This design comes from an exercise in tuning for small area and few clock cycles on the open sky130 flow, not from production work. Where RTL was checked, it was by simulation tests only, not by an equivalence proof against the original.

==> inputs of run X <==
Design cv32e41s_incore, start of the top module:
module cv32e41s_incore 
#(
  parameter                             LIB                                     = 0,
  parameter logic RV32                                    = RV32I,
  parameter logic [1:0] B_EXT                                   = B_NONE,
  parameter logic [1:0] M_EXT                                   = M,
  parameter bit                         DEBUG                                   = 1,
  parameter logic [31:0]                DM_REGION_START                         = 32'hF0000000,
  parameter logic [31:0]                DM_REGION_END                           = 32'hF0003FFF,
  parameter int                         DBG_NUM_TRIGGERS                        = 1,
  parameter int                         PMA_NUM_REGIONS                         = 0,
  parameter logic [PMA_NUM_REGIONS*68-1:0]                   PMA_CFG            = '0,
  parameter bit                         CLIC                                    = 0,
  parameter int unsigned                CLIC_ID_WIDTH                           = 5,
  parameter int unsigned                CLIC_INTTHRESHBITS                      = 8,
  parameter int unsigned                PMP_GRANULARITY                         = 0,
  parameter int                         PMP_NUM_REGIONS                         = 0,
  parameter logic [PMP_NUM_REGIONS*8-1:0]                   PMP_PMPNCFG_RV     = '0,
  parameter logic [PMP_NUM_REGIONS*32-1:0]                PMP_PMPADDR_RV     = '0,
  parameter mseccfg_t                   PMP_MSECCFG_RV                          = MSECCFG_DEFAULT,
  parameter lfsr_cfg_t                  LFSR0_CFG                               = LFSR_CFG_DEFAULT,  
  parameter lfsr_cfg_t                  LFSR1_CFG                               = LFSR_CFG_DEFAULT,  
  parameter lfsr_cfg_t                  LFSR2_CFG                               = LFSR_CFG_DEFAULT,   
  ...
export LEC_CHECK = 0
export ABC_AREA = 1
export CAP_MARGIN = 25
export CORE_MARGIN = 2
export CORE_UTILIZATION = 40
export SLEW_MARGIN = 25
create_clock -name core_clock -period 20.0 [get_ports {clk_i}]
standard.sh (not shown) runs the stock make flow with config.mk's settings and CLKGATE_MAP_FILE= SYNTH_SCRIPT=/design/flow/synth_recipe.tcl, a recipe that flattens the netlist after the stock synthesis.
==> flow/flow/run.sh <==
#!/bin/bash
# Layout flow: the standard flow (standard synthesis, floorplan, placement, routing) with
# - an area-oriented ABC script for the combinational mapping in synthesis (abc_area.script
#   beside this file; the flip-flops are mapped as in the standard synthesis),
# - clock tree synthesis without dummy loads, with larger sink clusters driven by
#   clkbuf_4/8/16 cells (fewer clock buffers),
# - the buffers placed on the ports made of the smallest buffer cell.
# Full tool output goes to flow_standard.log in the work folder (ORFS also keeps its
# per-step logs under orfs/logs/).
set -euo pipefail
rm -rf orfs_scripts
cp -r "$FLOW_HOME/scripts" orfs_scripts
cp flow/abc_area.script orfs_scripts/abc_area.script
export SCRIPTS_DIR="$PWD/orfs_scripts"
export CTS_ARGS="-sink_clustering_enable -repair_clock_nets -dont_use_dummy_load -buf_list {sky130_fd_sc_hd__clkbuf_4 sky130_fd_sc_hd__clkbuf_8 sky130_fd_sc_hd__clkbuf_16} -sink_clustering_size 20 -sink_clustering_max_diameter 170"
export BUFFER_PORTS_ARGS="-buffer_cell sky130_fd_sc_hd__buf_1"
bash standard.sh finish > flow_standard.log 2>&1
==> flow/flow/abc_area.script <==
strash
&get -n
&fraig -x
&put
scorr
dc2
strash
balance
rewrite
refactor
balance
rewrite
rewrite -z
balance
refactor -z
rewrite -z
balance
dc2
strash
dch -f
amap
topo
stime -c
buffer -c
upsize -c
dnsize -c
==> run Y: changes against run X <==
==> flow/flow/abc_area.script (replaced) <==
strash
&get -n
&fraig -x
&put
scorr
dc2
strash
&get -n
&dch -f
&nf -R 1000
&put
topo
stime -c
buffer -c
upsize -c
dnsize -c
==> comparison <==
In clock-buffer cell count, run Y and run X do not differ. Between run X and run Y, the lower critical path depth is in run Y (gap 16). In run X the worst setup slack is worse than in run Y, by 0.38 ns. Clock skew: run Y is lower than run X (0.0060 ns). Via count: run Y is lower than run X (5.7%). Of run X and run Y, run X has the higher first-iteration DRC count (gap 13%, measured against run Y). Final area: run X is lower than run Y (about 1.3%). In run Y the register-to-register slack is higher than in run X, by 0.29 ns. In run Y the global-route usage is lower than in run X, by 4.1 points.
==> figures <==
metric                                                                       run X                     run Y
Synth Area in Adders                                                         8.80%                     8.67%
Tap cell count                                                                5220                      5265
FP Rows                                                                        230                       232
Met3 Track Usage GR                                                          13.3%                     11.9%
Total vias in the final route                                               157587                    148651
Complex-gate fraction of the synthesized area                                28.3%                     22.2%
Mean number of vias per cell                                                  6.98                      6.76
Worst hold start                                              id_stage_i.dq_pc[13]      id_stage_i.dq_pc[17]
Worst Hold Endpoint                                           ex_stage_i.dq_pc[13]      ex_stage_i.dq_pc[17]
Non-clock inverter total of the final layout                                  1597                       677
Run status                                                timing/DRC/antenna clean  timing/DRC/antenna clean
Multi-Input Combinational                                                    11945                     12252
Clock period minus worst slack                                            18.97 ns                  18.59 ns
Max FO, Critical Path                                                           20                        31
Die W                                                                       633 um                    638 um
Commonest non-fill, non-tap cell in the layout             sky130_fd_sc_hd__nor2_1  sky130_fd_sc_hd__o21ai_0
Die Footprint                                                           401000 um2                407000 um2
Final wirelength                                                         877000 um                 802000 um
Wire length of the first global-routing pass                            1190000 um                1090000 um
Clock insertion delay at the later pin of the skew report                  0.98 ns                   0.97 ns
Testbench counts of run X, summed over its fixed seeds: cycles 1,166,485.
Testbench counts of run Y, summed over its fixed seeds: cycles 1,166,485.

========
==> exp/cedar <==
Another version of the RTL of cv32e41s_incore (not shown whole).
clock: 20.0 ns
lec_check: 0
cap_margin: 10
core_margin: 2
core_utilization: 65
place_density_lb_addon: 0.1
slew_margin: 10
run.sh (not shown) runs the stock make flow with config.mk's settings and CLKGATE_MAP_FILE= SYNTH_SCRIPT=/design/flow/synth_recipe.tcl, a recipe that flattens the netlist after the stock synthesis.
Stock flow here: none of the scripts above is used.
==> exp/maple (differences from exp/cedar) <==
--- a/flow/design.v
+++ b/flow/design.v
@@ -10503,28 +10503,15 @@
        .ready_i        ( buffer_trans_ready  ),
        .trans_o        ( buffer_trans        ),
        .resp_valid_i   ( bus_resp_valid      ),
        .resp_i         ( bus_resp            ),
        .protocol_err_o ( filter_protocol_err )
      );
-  cv32e41s_write_buffer
-  #(
-    .PMA_NUM_REGIONS    ( PMA_NUM_REGIONS    ),
-    .PMA_CFG            ( PMA_CFG            )
-  )
-  write_buffer_i
-  (
-    .clk                ( clk                ),
-    .rst_n              ( rst_n              ),
-    .valid_i            ( buffer_trans_valid ),
-    .ready_o            ( buffer_trans_ready ),
-    .trans_i            ( buffer_trans       ),
-    .valid_o            ( bus_trans_valid    ),
-    .ready_i            ( bus_trans_ready    ),
-    .trans_o            ( bus_trans          )
-  );
+  assign bus_trans_valid    = buffer_trans_valid;
+  assign buffer_trans_ready = bus_trans_ready;
+  assign bus_trans          = buffer_trans;
   cv32e41s_data_obi_interface
   #(
       .MAX_OUTSTANDING (DEPTH)
   )
   data_obi_i
   (
@@ -12231,12 +12218,14 @@
    );
   localparam logic [REGFILE_WORD_WIDTH-1:0] RF_REG_RV = 32'h0;
   localparam REGFILE_NUM_WORDS = (RV32 == RV32I) ? 32 : 16;
   localparam REGFILE_IMPL_ADDR_WIDTH = $clog2(REGFILE_NUM_WORDS);
   logic [REGFILE_NUM_WORDS-1:0] [REGFILE_WORD_WIDTH-1:0] mem       ;
   logic [REGFILE_NUM_WORDS-1:0] [REGFILE_WORD_WIDTH-1:0] mem_gated ;
+  logic [REGFILE_NUM_WORDS-1:0] [REGFILE_WORD_WIDTH-1:0] mem_q     ;
+  logic [REGFILE_NUM_WORDS-1:0]                          written_q ;
   logic [REGFILE_NUM_WRITE_PORTS-1:0] [REGFILE_NUM_WORDS-1:0] we_dec;
   generate
     if (SECURE) begin
       assign mem_gated[0] = RF_REG_RV;
       for (genvar addr=1; addr < REGFILE_NUM_WORDS; addr++) begin
         assign mem_gated[addr] = mem[addr];
@@ -12245,13 +12234,13 @@
       assign mem_gated = mem;
     end
   endgenerate
   genvar ridx;
   generate
     for (ridx=0; ridx<REGFILE_NUM_READ_PORTS; ridx++) begin : gen_regfile_rdata
-      assign rdata_o[ridx] = mem_gated[raddr_i[ridx][REGFILE_IMPL_ADDR_WIDTH-1:0]];
+      assign rdata_o[ridx] = written_q[raddr_i[ridx][REGFILE_IMPL_ADDR_WIDTH-1:0]] ? mem_q[raddr_i[ridx][REGFILE_IMPL_ADDR_WIDTH-1:0]] : RF_REG_RV;
     end
   endgenerate
   genvar reg_index, port_index;
   generate
     for (reg_index=0; reg_index<REGFILE_NUM_WORDS; reg_index++) begin : gen_we_decoder
       for (port_index=0; port_index<REGFILE_NUM_WRITE_PORTS; port_index++) begin : gen_we_ports
@@ -12259,24 +12248,28 @@
       end  
     end  
   endgenerate
   genvar i;
   generate
     assign mem[0] = RF_REG_RV;
+    assign mem_q[0] = RF_REG_RV;
+    assign written_q[0] = 1'b0;
     for (i = 1; i < REGFILE_NUM_WORDS; i++)
     begin : gen_rf
-      always_ff @(posedge clk, negedge rst_n)
+      always_ff @(posedge clk)
       begin : register_write_behavioral
-        if (rst_n==1'b0) begin
-          mem[i] <= RF_REG_RV;
-        end else begin
-          for(int j=0; j<REGFILE_NUM_WRITE_PORTS; j++) begin : rf_write_ports
-            if(we_dec[j][i] == 1'b1) begin
-              mem[i] <= wdata_i[j];
-            end
-          end
+        if (we_dec[0][i] == 1'b1) begin
+          mem_q[i] <= wdata_i[0];
+        end
+      end
+      always_ff @(posedge clk, negedge rst_n)
+      begin : register_written
+        if (rst_n == 1'b0) begin
+          written_q[i] <= 1'b0;
+        end else if (we_dec[0][i] == 1'b1) begin
+          written_q[i] <= 1'b1;
         end
       end
     end
   endgenerate
 endmodule
 module cv32e41s_register_file_ecc 
CORE_UTILIZATION = 45   (was 65)
PLACE_DENSITY_LB_ADDON = default   (was 0.1)
==> exp/indigo (differences from exp/cedar) <==
CAP_MARGIN = 35   (was 10)
CORE_UTILIZATION = 40   (was 65)
PLACE_DENSITY_LB_ADDON = default   (was 0.1)
SLEW_MARGIN = 35   (was 10)
==> summary of the runs <==
exp/maple finished but fails on max-capacitance violations, max-slew violations. exp/cedar aborted during global routing (5_1_grt). exp/indigo passed the timing, design-rule and antenna checks.
Against exp/maple, the wire length of exp/indigo is larger by about 9%.
In exp/maple the sequential share of layout area is higher than in exp/indigo, by 3.7 points.
In area after synthesis, exp/cedar and exp/indigo do not differ.
Between exp/maple and exp/indigo, the lower maximum frequency is in exp/indigo (gap about 4%, measured against exp/indigo).
In exp/indigo the sequential cell count is lower than in exp/maple, by 30.
Between exp/maple and exp/indigo, the lower die area is in exp/maple (gap 13%, measured against exp/indigo).
Of exp/maple and exp/indigo, exp/maple has the higher setup slack (gap 0.60 ns).
Against exp/maple, the via count of exp/indigo is larger by 7.3%.
Testbench counts of exp/cedar, summed over its fixed seeds: cycles 1,166,485.
Testbench counts of exp/indigo, summed over its fixed seeds: cycles 1,166,485.
For exp/maple, only the layout was checked, not whether the RTL still works.

========
==> inputs of try-lagoon <==
Another version of the RTL of cv32e41s_incore (not shown whole).
Settings: LEC_CHECK=0, ABC_AREA=1, CAP_MARGIN=25, CORE_MARGIN=2, CORE_UTILIZATION=40, SLEW_MARGIN=25; clock period 20.0 ns.
standard.sh (not shown) runs the stock make flow with config.mk's settings and CLKGATE_MAP_FILE= SYNTH_SCRIPT=/design/flow/synth_recipe.tcl, a recipe that flattens the netlist after the stock synthesis.
==> flow/flow/run.sh <==
#!/bin/bash
# Layout flow: the standard flow (standard synthesis, floorplan, placement, routing),
# with clock tree synthesis told not to add dummy loads and to use small clock buffers,
# and power recovery (downsizing of cells on paths with slack) after global routing.
# Full tool output goes to flow_standard.log in the work folder (ORFS also keeps its
# per-step logs under orfs/logs/).
set -euo pipefail
export CTS_ARGS="-sink_clustering_enable -repair_clock_nets -dont_use_dummy_load -buf_list {sky130_fd_sc_hd__clkbuf_4 sky130_fd_sc_hd__clkbuf_8} -sink_clustering_size 30"
export RECOVER_POWER=100
bash standard.sh finish > flow_standard.log 2>&1
==> try-fjord: changes against try-lagoon <==
--- a/flow/design.v
+++ b/flow/design.v
@@ -1387,39 +1387,14 @@
   } cv32e41s_if_c_obi_data_monitor_i;
   typedef enum int {
     Out = 0,  
     TcmInst = 1,
     TcmData = 2,
     RpmMem = 3
   } internal_bus_dev_e;
-  function automatic logic [63:0] inc64_rc(logic [63:0] a);
-    logic c;
-    c = 1'b1;
-    for (int i = 0; i < 64; i++) begin
-      inc64_rc[i] = a[i] ^ c;
-      c = c & a[i];
-    end
-  endfunction
-  function automatic logic [32:0] add32_rc(logic [31:0] a, logic [31:0] b, logic ci);
-    logic c;
-    c = ci;
-    for (int i = 0; i < 32; i++) begin
-      add32_rc[i] = a[i] ^ b[i] ^ c;
-      c = (a[i] & b[i]) | (a[i] & c) | (b[i] & c);
-    end
-    add32_rc[32] = c;
-  endfunction
-  function automatic logic geu32_rc(logic [31:0] a, logic [31:0] b);
-    logic c;
-    c = 1'b1;
-    for (int i = 0; i < 32; i++) begin
-      c = (a[i] & ~b[i]) | (a[i] & c) | (~b[i] & c);
-    end
-    geu32_rc = c;
-  endfunction
 module cv32e40p_clock_gate (
     input  logic clk_i,
     input  logic en_i,
     input  logic scan_cg_en_i,
     output logic clk_o
 );
   assign clk_o = clk_i;
@@ -1680,15 +1655,15 @@
     wptr_n     = wptr;
     if (resp_valid_gated) begin
       wptr_n   = wptr < (ALBUF_DEPTH-1) ? wptr + ALBUF_CNT_WIDTH'(1) : ALBUF_CNT_WIDTH'(0);
       resp_n   = resp_i;
       valid_int[wptr] = 1'b1;
     end  
   end  
-  assign addr_incr = add32_rc({addr_q[31:2], 2'b00}, 32'h4, 1'b0);
+  assign addr_incr = {addr_q[31:2], 2'b00} + 32'h4;
   always_comb
   begin
     addr_n     = addr_q;
     valid_n    = valid_int;
     rptr_n     = rptr;
     if (addr_q[1]) begin
       if (unaligned_is_compressed) begin
@@ -1914,15 +1889,15 @@
   logic [31:0] operand_b_rev;
   always_comb for (int i = 0; i < 32; i++) operand_a_rev[i] = operand_a_i[31-i];
   always_comb for (int i = 0; i < 32; i++) operand_b_rev[i] = operand_b_i[31-i];
   logic [32:0] adder_in_a, adder_in_b;
   logic [31:0] adder_result;
   logic [33:0] adder_result_expanded;
   logic        adder_subtract;
-  assign adder_subtract = operator_i[3] || operator_i[4];  
+  assign adder_subtract = operator_i[3];
   assign adder_in_a = {operand_a_i,                                 1'b1          };
   assign adder_in_b = {adder_subtract ? ~operand_b_i : operand_b_i, adder_subtract};
   assign adder_result_expanded = $unsigned(adder_in_a) + $unsigned(adder_in_b);
   assign adder_result = adder_result_expanded[32:1];
   logic [5:0]  shifter_shamt;            
   logic        shifter_rshift;           
   logic [31:0] shifter_aa, shifter_bb;
@@ -1984,17 +1959,15 @@
   logic [31:0] result_shnadd;
   assign result_shnadd = (operand_a_i << ((operator_i == ALU_B_SH1ADD) ? 1 : (operator_i == ALU_B_SH2ADD) ? 2 : 3)) + operand_b_i;
   logic is_equal;
   logic is_greater;      
   logic is_signed;
   assign is_signed = operator_i[3];
   assign is_equal = (operand_a_i == operand_b_i);
-  logic is_less;
-  assign is_less    = (operand_a_i[31] ^ operand_b_i[31]) ? (is_signed ? operand_a_i[31] : operand_b_i[31]) : adder_result_expanded[32];
-  assign is_greater = !is_less && !is_equal;
+  assign is_greater = $signed({operand_a_i[31] & is_signed, operand_a_i}) > $signed({operand_b_i[31] & is_signed, operand_b_i});
   always_comb
   begin
     cmp_result_o = is_equal;
     case (operator_i)
       ALU_EQ          : cmp_result_o = is_equal;
       ALU_NE          : cmp_result_o = !is_equal;
       ALU_GE, ALU_GEU : cmp_result_o = is_greater || is_equal;
@@ -6446,15 +6419,15 @@
                                            (csr_waddr == CSR_MHPMEVENT28 ) ||
                                            (csr_waddr == CSR_MHPMEVENT29 ) ||
                                            (csr_waddr == CSR_MHPMEVENT30 ) ||
                                            (csr_waddr == CSR_MHPMEVENT31 ) );
   genvar incr_gidx;
   generate
     for (incr_gidx=0; incr_gidx<32; incr_gidx++) begin : gen_mhpmcounter_increment
-      assign mhpmcounter_increment[incr_gidx] = inc64_rc(mhpmcounter_rdata[incr_gidx]);
+      assign mhpmcounter_increment[incr_gidx] = mhpmcounter_rdata[incr_gidx] + 1;
     end
   endgenerate
   always_comb
     begin
       mcountinhibit_n = mcountinhibit_rdata;
       mhpmevent_n     = mhpmevent_rdata;
       if(mcountinhibit_we)
@@ -6914,15 +6887,15 @@
           end  
         end  
       end  
       assign lsu_addr_high = {lsu_addr_ex_i[31:2], lsu_addr_high_lsb};
       assign lsu_addr_low =  {lsu_addr_ex_i[31:2], lsu_addr_low_lsb};
       for (genvar idx=0; idx<DBG_NUM_TRIGGERS; idx++) begin : tmatch_csr
         assign if_addr_match[idx] = (tdata1_rdata[idx][MCONTROL2_6_MATCH_HIGH:MCONTROL2_6_MATCH_LOW] == 4'h0) ? (pc_if_i == tdata2_rdata[idx]) :
-                                    (tdata1_rdata[idx][MCONTROL2_6_MATCH_HIGH:MCONTROL2_6_MATCH_LOW] == 4'h2) ? geu32_rc(pc_if_i, tdata2_rdata[idx]) : !geu32_rc(pc_if_i, tdata2_rdata[idx]);
+                                    (tdata1_rdata[idx][MCONTROL2_6_MATCH_HIGH:MCONTROL2_6_MATCH_LOW] == 4'h2) ? (pc_if_i >= tdata2_rdata[idx]) : (pc_if_i < tdata2_rdata[idx]);
         assign priv_lvl_match_en_if[idx] = (tdata1_rdata[idx][MCONTROL2_6_M] && (priv_lvl_if_i == PRIV_LVL_M)) ||
                                            (tdata1_rdata[idx][MCONTROL2_6_U] && (priv_lvl_if_i == PRIV_LVL_U));
         assign trigger_match_if[idx] = ((tdata1_rdata[idx][TDATA1_TTYPE_HIGH:TDATA1_TTYPE_LOW] == TTYPE_MCONTROL)   ||
                                         (tdata1_rdata[idx][TDATA1_TTYPE_HIGH:TDATA1_TTYPE_LOW] == TTYPE_MCONTROL6)) &&
                                        tdata1_rdata[idx][MCONTROL2_6_EXECUTE] && priv_lvl_match_en_if[idx] && !ctrl_fsm_i.debug_mode && !ptr_in_if_i &&
                                        if_addr_match[idx];
         always_comb begin
@@ -7035,15 +7008,15 @@
             if(tselect_n == i) begin
               tdata1_n_r = tdata1_rdata[i];
               tdata2_n_r = tdata2_rdata[i];
             end
           end
         end
       end
-      assign tselect_rdata_o  = 32'h0;  
+      assign tselect_rdata_o  = tselect_q;
       assign tinfo_rdata_o    = 32'h01008064;  
       assign trigger_match_if_o = {{(32-DBG_NUM_TRIGGERS){1'b0}}, trigger_match_if};
       assign trigger_match_ex_o = {{(32-DBG_NUM_TRIGGERS){1'b0}}, trigger_match_ex};
       assign etrigger_wb_o = |etrigger_wb;
       assign unused_signals = tinfo_we_i | (|tinfo_n) | (|tdata1_rd_error) | (|tdata2_rd_error) | tselect_rd_error |
                               (|tdata1_n_r) | (|tdata2_n_r) | tdata1_we_r | tdata2_we_r;
     end else begin : gen_no_triggers
@@ -7285,15 +7258,14 @@
   logic [31:0] remainder_q, remainder_d;
   logic [31:0] divisor_q, divisor_d;
   logic div_rem_d, div_rem_q;
   logic comp_inv_d, comp_inv_q;
   logic res_inv_d, res_inv_q;
   logic [31:0] add_a_mux;
   logic [31:0] add_out;
-  logic        add_carry;
   logic [31:0] add_b_mux;
   logic [31:0] divisor_mux;
   logic [31:0] res_mux;
   logic [32:0] op_b_alt;
   logic [5:0] cnt_q, cnt_d, cnt_d_dummy;
   logic cnt_q_is_zero;
   logic init_dummy_cnt;
@@ -7333,23 +7305,21 @@
   assign alu_clz_en_o = div_en_i;
   assign op_b_is_neg = op_b_i[31] & div_signed;
   assign alu_shift_amt_o = alu_clz_result_i ;
   assign alu_shift_en_o  = div_en_i;
   assign op_b_is_zero = !(|op_b_i);
   assign init_remainder_pos = init_en && !(div_signed && (op_a_i[$high(op_a_i)] ^ op_b_is_neg));
   assign divisor_mux = init_en ? alu_op_b_shifted_i : {comp_inv_q, (divisor_q[$high(divisor_q):1])};
-  logic rem_eq_div;
-  assign rem_eq_div = (remainder_q == divisor_q);
-  assign comp_out = (comp_inv_q ? (!add_carry || rem_eq_div) : add_carry) &&
+  assign comp_out = ((remainder_q == divisor_q) || ((remainder_q > divisor_q) ^ comp_inv_q)) &&
                     ((|remainder_q) || op_b_is_zero);
   assign add_b_mux = init_en ? 0 : remainder_q;
   assign add_a_mux = init_en ? op_a_i : divisor_q;
-  assign {add_carry, add_out} = add32_rc(add_b_mux, init_remainder_pos ? add_a_mux : ~add_a_mux, !init_remainder_pos);
+  assign add_out   = init_remainder_pos ? add_b_mux + add_a_mux : add_b_mux - $signed(add_a_mux);
   assign res_mux  = div_rem_q ? remainder_q : quotient_q;
-  assign result_o = add32_rc(res_mux ^ {32{res_inv_q}}, 32'd0, res_inv_q);
+  assign result_o = res_inv_q ? -$signed(res_mux) : res_mux;
   assign cnt_d_dummy = 6'd32 - alu_shift_amt_o;
   assign cnt_d = init_en        ? alu_shift_amt_o    :
                  init_dummy_cnt ? cnt_d_dummy - 6'd1 :  
                  !cnt_q_is_zero ? cnt_q       - 6'd1 :
                  cnt_q;
   assign cnt_q_is_zero = !(|cnt_q);
   always_comb
@@ -7642,15 +7612,15 @@
   cv32e41s_alu
     #(.B_EXT(B_EXT))
   alu_i
   (
     .operator_i          ( id_ex_pipe_i.alu_operator     ),
     .operand_a_i         ( id_ex_pipe_i.alu_operand_a    ),
     .operand_b_i         ( id_ex_pipe_i.alu_operand_b    ),
-    .muldiv_operand_b_i  ( id_ex_pipe_i.alu_operand_b ),
+    .muldiv_operand_b_i  ( id_ex_pipe_i.muldiv_operand_b ),
     .div_clz_en_i        ( div_clz_en                    ),
     .div_clz_data_rev_i  ( div_clz_data_rev              ),
     .div_clz_result_o    ( div_clz_result                ),
     .div_shift_en_i      ( div_shift_en                  ),
     .div_shift_amt_i     ( div_shift_amt                 ),
     .div_op_b_shifted_o  ( div_op_b_shifted              ),
     .result_o            ( alu_result                    ),
@@ -7660,16 +7630,16 @@
     if (M_EXT == M) begin: div
       cv32e41s_div div_i
         (
          .clk                ( clk                                  ),
          .rst_n              ( rst_n                                ),
          .data_ind_timing_i  ( xsecure_ctrl_i.cpuctrl.dataindtiming ),
          .operator_i         ( id_ex_pipe_i.div_operator            ),
-         .op_a_i             ( id_ex_pipe_i.alu_operand_a        ),
-         .op_b_i             ( id_ex_pipe_i.alu_operand_b        ),
+         .op_a_i             ( id_ex_pipe_i.muldiv_operand_a        ),
+         .op_b_i             ( id_ex_pipe_i.muldiv_operand_b        ),
          .alu_clz_result_i   ( div_clz_result                       ),
          .alu_clz_en_o       ( div_clz_en                           ),
          .alu_clz_data_rev_o ( div_clz_data_rev                     ),
          .alu_op_b_shifted_i ( div_op_b_shifted                     ),
          .alu_shift_en_o     ( div_shift_en                         ),
          .alu_shift_amt_o    ( div_shift_amt                        ),
          .result_o           ( div_result                           ),
@@ -7694,16 +7664,16 @@
     if (M_EXT != M_NONE) begin: mul
       cv32e41s_mult mult_i
         (
          .clk             ( clk                           ),
          .rst_n           ( rst_n                         ),
          .operator_i      ( id_ex_pipe_i.mul_operator     ),
          .signed_mode_i   ( id_ex_pipe_i.mul_signed_mode  ),
-         .op_a_i          ( id_ex_pipe_i.alu_operand_a ),
-         .op_b_i          ( id_ex_pipe_i.alu_operand_b ),
+         .op_a_i          ( id_ex_pipe_i.muldiv_operand_a ),
+         .op_b_i          ( id_ex_pipe_i.muldiv_operand_b ),
          .result_o        ( mul_result                    ),
          .valid_i         ( mul_en_gated                  ),
          .ready_o         ( mul_ready                     ),
          .valid_o         ( mul_valid                     ),
          .ready_i         ( wb_ready_i                    )
          );
     end
@@ -8491,21 +8461,17 @@
         id_ex_pipe_o.instr_valid  <= 1'b1;
         id_ex_pipe_o.last_op      <= last_op_o;
         id_ex_pipe_o.last_sec_op  <= last_sec_op;
         id_ex_pipe_o.first_op     <= first_op_o;
         id_ex_pipe_o.abort_op     <= abort_op_o;
         if (alu_op_a_mux_sel != OP_A_NONE) begin
           id_ex_pipe_o.alu_operand_a        <= operand_a;                
-        end else if (mul_en || div_en) begin
-          id_ex_pipe_o.alu_operand_a        <= operand_a_fw;             
         end
         if (alu_op_b_mux_sel != OP_B_NONE) begin
           id_ex_pipe_o.alu_operand_b        <= operand_b;                
-        end else if (mul_en || div_en) begin
-          id_ex_pipe_o.alu_operand_b        <= operand_b_fw;
         end
         if (op_c_mux_sel != OP_C_NONE)
         begin
           id_ex_pipe_o.operand_c            <= operand_c;                
         end
         id_ex_pipe_o.alu_en                 <= alu_en;
         if (alu_en) begin                                                
@@ -8520,14 +8486,18 @@
           id_ex_pipe_o.div_operator         <= div_operator;
         end
         id_ex_pipe_o.mul_en                 <= mul_en;
         if (mul_en) begin
           id_ex_pipe_o.mul_operator         <= mul_operator;
           id_ex_pipe_o.mul_signed_mode      <= mul_signed_mode;
         end
+        if (mul_en || div_en) begin
+          id_ex_pipe_o.muldiv_operand_a     <= operand_a_fw;             
+          id_ex_pipe_o.muldiv_operand_b     <= operand_b_fw;             
+        end
         id_ex_pipe_o.csr_en                 <= csr_en;
         if (csr_en) begin
           id_ex_pipe_o.csr_op               <= csr_op;
         end
         id_ex_pipe_o.lsu_en                 <= lsu_en;
         if (lsu_en) begin
           id_ex_pipe_o.lsu_we               <= lsu_we;
@@ -9890,15 +9860,14 @@
     if (state_q == TRANSPARENT) begin
       c_obi_instr_if_ma_o.s_req.req        = trans_valid_i;                 
       c_obi_instr_if_ma_o.req_payload      = trans_i;
       c_obi_instr_if_ma_o.req_payload.achk = achk;
     end else begin
       c_obi_instr_if_ma_o.s_req.req   = 1'b1;                               
       c_obi_instr_if_ma_o.req_payload = obi_a_req_q;
-      c_obi_instr_if_ma_o.req_payload.achk = achk;                           
     end
   end
   always_comb begin
     achk = {
       ^{8'b0},                                          
       ^{8'b0},                                          
       ^{8'b0},                                          
@@ -11512,25 +11481,24 @@
    output logic [31:0]                bch_target_o,
    output logic [31:0]                jmp_target_o,
    output logic [31:0]                pc_next_o
   );
   logic [31:0] pc_target;
   assign bch_target_o = pc_target;
   assign jmp_target_o = pc_target;  
-  assign pc_next_o    = add32_rc(pc_id_i, (dummy_i ? 32'd0 : compressed_i ? 32'd2 : 32'd4), 1'b0);
-  logic [31:0] tgt_a, tgt_b;
+  assign pc_next_o    = pc_id_i + (dummy_i ? 32'd0 : compressed_i ? 32'd2 : 32'd4);
   always_comb begin : pc_target_mux
     case (bch_jmp_mux_sel_i)
-      CT_TBLJMP: begin tgt_a = {jvt_addr_i, {(32-JVT_ADDR_WIDTH){1'b0}}}; tgt_b = {22'd0, jvt_index_i, 2'b00}; end
-      CT_JAL:    begin tgt_a = pc_id_i;   tgt_b = imm_uj_type_i; end
-      CT_BCH:    begin tgt_a = pc_id_i;   tgt_b = imm_sb_type_i; end
-      default:   begin tgt_a = jalr_fw_i; tgt_b = imm_i_type_i;  end     
+      CT_TBLJMP: pc_target = {jvt_addr_i, {(32-JVT_ADDR_WIDTH){1'b0}}} + {22'd0, jvt_index_i, 2'b00};
+      CT_JAL:    pc_target = pc_id_i   + imm_uj_type_i;
+      CT_BCH:    pc_target = pc_id_i   + imm_sb_type_i;
+      CT_JALR:   pc_target = jalr_fw_i + imm_i_type_i;     
+      default:   pc_target = jalr_fw_i + imm_i_type_i;
     endcase
   end
-  assign pc_target = tgt_a + tgt_b;
 endmodule
 module cv32e41s_pma 
 #(
   parameter int          PMA_NUM_REGIONS = 0,
   parameter logic [PMA_NUM_REGIONS*68-1:0]    PMA_CFG = '0
 )
 (
@@ -12137,15 +12105,15 @@
   input  logic                     trans_ready_i,            
   output logic [31:0]              trans_addr_o              
 );
   prefetch_state_e state_q, next_state;
   logic [31:0]                   trans_addr_q, trans_addr_incr;
   logic                          trans_ptr_access_q;
   privlvl_t                      trans_priv_lvl_q;
-  assign trans_addr_incr = add32_rc({trans_addr_q[31:1], 1'b0}, 32'd4, 1'b0);
+  assign trans_addr_incr = {trans_addr_q[31:1], 1'b0} + 32'd4;
   assign trans_valid_o = fetch_valid_i;
   assign fetch_ready_o = trans_valid_o && trans_ready_i;
   always_comb
   begin
     next_state = state_q;
     trans_addr_o = trans_addr_q;
     fetch_ptr_access_o = trans_ptr_access_q;
@@ -12481,14 +12449,44 @@
                   seq_move_s2a = 1'b1;
                 end else if (instr[6:5] == 2'b01) begin
                   seq_instr = MVSA01;
                   seq_move_a2s = 1'b1;
                 end
               end
             end
+            3'b110: begin
+              if (instr[9:8] == 2'b00) begin
+                if (pushpop_legal_rlist) begin
+                  seq_instr = PUSH;
+                  seq_store = 1'b1;
+                  seq_pushpop_o = 1'b1;
+                end
+              end else if (instr[9:8] == 2'b10) begin
+                if (pushpop_legal_rlist) begin
+                  seq_instr = POP;
+                  seq_load = 1'b1;
+                  seq_pushpop_o = 1'b1;
+                end
+              end
+            end
+            3'b111: begin
+              if (instr[9:8] == 2'b00) begin
+                if (pushpop_legal_rlist) begin
+                  seq_instr = POPRETZ;
+                  seq_load = 1'b1;
+                  seq_pushpop_o = 1'b1;
+                end
+              end else if (instr[9:8] == 2'b10) begin
+                if (pushpop_legal_rlist) begin
+                  seq_instr = POPRET;
+                  seq_load = 1'b1;
+                  seq_pushpop_o = 1'b1;
+                end
+              end
+            end
             default: begin
               seq_instr = INVALID_INST;
             end
           endcase
         end  
       end  
     end  
@@ -12747,15 +12745,15 @@
           lsu_wpt_match_q <= lsu_wpt_match;
           lsu_mpu_status_q <= lsu_mpu_status;
         end
       end
     end
   end
   assign lsu_valid        = lsu_valid_q ? lsu_valid_q        : lsu_valid_i;
-  assign lsu_wpt_match    = {31'b0, (lsu_valid_q ? lsu_wpt_match_q[0] : lsu_wpt_match_i[0])};  
+  assign lsu_wpt_match    = lsu_valid_q ? lsu_wpt_match_q    : lsu_wpt_match_i;
   assign lsu_mpu_status   = lsu_valid_q ? lsu_mpu_status_q   : lsu_mpu_status_i;
   assign wpt_match_wb_o = lsu_wpt_match;
   assign mpu_status_wb_o = lsu_mpu_status;
 endmodule
 module cv32e41s_wpt 
   (
    input logic  clk,
==> flow/run.sh (new file) <==
#!/bin/bash
# synth_recipe.tcl (not shown) runs the flow's synth.tcl, then flattens the netlist and writes it again
# the make line also repeats each setting of config.mk as NAME=value (left out here)
make -C /OpenROAD-flow-scripts/flow DESIGN_CONFIG=/design/flow/config.mk WORK_HOME=/design/flow/orfs CLKGATE_MAP_FILE= SYNTH_SCRIPT=/design/flow/synth_recipe.tcl finish
Settings changed: ABC_AREA 1 to unset, CTS_BUF_LIST set to sky130_fd_sc_hd__clkbuf_4 sky130_fd_sc_hd__clkbuf_8, CTS_CLUSTER_SIZE set to 30.
removed: flow/flow/run.sh
removed: flow/standard.sh
==> try-onyx: changes against try-lagoon <==
--- a/flow/design.v
+++ b/flow/design.v
@@ -1677,14 +1677,16 @@
   begin
     resp_n     = resp_q[wptr];
     valid_int  = valid_q;
     wptr_n     = wptr;
     if (resp_valid_gated) begin
       wptr_n   = wptr < (ALBUF_DEPTH-1) ? wptr + ALBUF_CNT_WIDTH'(1) : ALBUF_CNT_WIDTH'(0);
       resp_n   = resp_i;
+      resp_n.bus_resp.rchk      = '0;
+      resp_n.bus_resp.integrity = 1'b0;
       valid_int[wptr] = 1'b1;
     end  
   end  
   assign addr_incr = add32_rc({addr_q[31:2], 2'b00}, 32'h4, 1'b0);
   always_comb
   begin
     addr_n     = addr_q;
==> flow/flow/run.sh (replaced) <==
#!/bin/bash
# Layout flow: the standard flow (standard synthesis, floorplan, placement, routing) with
# - clock tree synthesis without dummy loads, with larger sink clusters driven by
#   clkbuf_4/8/16 cells (fewer clock buffers),
# - the buffers placed on the ports made of the smallest buffer cell.
# Full tool output goes to flow_standard.log in the work folder (ORFS also keeps its
# per-step logs under orfs/logs/).
set -euo pipefail
export CTS_ARGS="-sink_clustering_enable -repair_clock_nets -dont_use_dummy_load -buf_list {sky130_fd_sc_hd__clkbuf_4 sky130_fd_sc_hd__clkbuf_8 sky130_fd_sc_hd__clkbuf_16} -sink_clustering_size 20 -sink_clustering_max_diameter 170"
export BUFFER_PORTS_ARGS="-buffer_cell sky130_fd_sc_hd__buf_1"
bash standard.sh finish > flow_standard.log 2>&1
Settings changed: CAP_MARGIN 25 to 15, SLEW_MARGIN 25 to 15.
==> run summary <==
Cells after DPL: try-onyx 26600; try-lagoon 26700; try-fjord 24500
Area of the die: try-onyx 428000 sq um; try-lagoon 429000 sq um; try-fjord 463000 sq um
Routability Congestion: try-onyx 1.09; try-lagoon 1.08; try-fjord 1.10
Run status: try-onyx complete, but fails checks; try-lagoon complete, but fails checks; try-fjord timing/DRC/antenna clean
Layout check failures: try-onyx capacitance limit, slew limit; try-lagoon capacitance limit, slew limit; try-fjord -
Die Height: try-onyx 654 um; try-lagoon 655 um; try-fjord 680 um
Via count of the first global-routing pass: try-onyx 156000; try-lagoon 159000; try-fjord 156000
Share of cell area taken by muxes after synthesis: try-onyx 0.00594; try-lagoon 0.00465; try-fjord 0.147
Final wirelength: try-onyx 901000 um; try-lagoon 911000 um; try-fjord 925000 um
Standard cell area after detailed placement: try-onyx 178000 sq um; try-lagoon 181000 sq um; try-fjord 195000 sq um
Sequential element share of the synthesized area: try-onyx 0.391; try-lagoon 0.390; try-fjord 0.380
Detailed-routed wire length on met3: try-onyx 118000 um; try-lagoon 112000 um; try-fjord 113000 um
Final number of max-transition violations: try-onyx 2; try-lagoon 4707; try-fjord 0
Area delta synth->final: try-onyx 7.49%; try-lagoon 9.78%; try-fjord 12.3%
CP most frequent cell: try-onyx nand2_1; try-lagoon inv_1; try-fjord -
Number of gates on the worst path with buffers counted: try-onyx 51; try-lagoon 39; try-fjord 30
XOR/XNOR share of the synthesized area: try-onyx 0.0351; try-lagoon 0.0350; try-fjord 0.0367
GR Layer Usage met3: try-onyx 0.126; try-lagoon 0.117; try-fjord 0.107
Number of antenna violations at the first check in global routing: try-onyx 110; try-lagoon 81; try-fjord 93
Count of multi-input gates: try-onyx 15200; try-lagoon 15200; try-fjord 14100
Yosys top cell area share: try-onyx 0.209; try-lagoon 0.209; try-fjord 0.211
Testbench counts of try-fjord, summed over its fixed seeds: cycles 1,166,485.
Testbench counts of try-onyx, summed over its fixed seeds: cycles 1,166,485.
Only the layout flow was run in try-lagoon; the RTL was not checked for function there.

-- re-timing with driven ports --
The results above use ideal ports. As a check the final layouts listed here were re-extracted and re-timed, cells and wires unchanged. Step 1, drivers: a clkbuf_16 drives clk_i and a buf_2 each remaining input, both assumed. Step 2 times the ports against the registers' clock, not the clock port: input delays grow and output delays shrink by t, the midpoint of the rising clock arrivals with the driver on. Three values: no drivers, after step 1, after step 2; two values: the first two.
| run | shift t [ns] | setup slack, ns | pins driven straight from the clock port |
|---|---|---|---|
| run X | 1.021 | 1.026 / 0.911 / 1.932 | 1 |
| run Y | 1.017 | 1.411 / 1.295 / 2.312 | 1 |
| exp/maple | 1.062 | 4.340 / 4.204 / 4.204 | 1 |
| exp/indigo | 1.098 | 3.736 / 3.620 / 4.311 | 1 |
| try-lagoon | 1.285 | 1.599 / 1.577 / 0.706 | 1 |
| try-fjord | 1.353 | 3.193 / 3.061 / 3.844 | 1 |
| try-onyx | 1.040 | 2.669 / 2.551 / 3.591 | 1 |
The setup slack of try-lagoon, which loses most, moves by -0.022 ns with the drivers and by -0.893 ns with both steps.
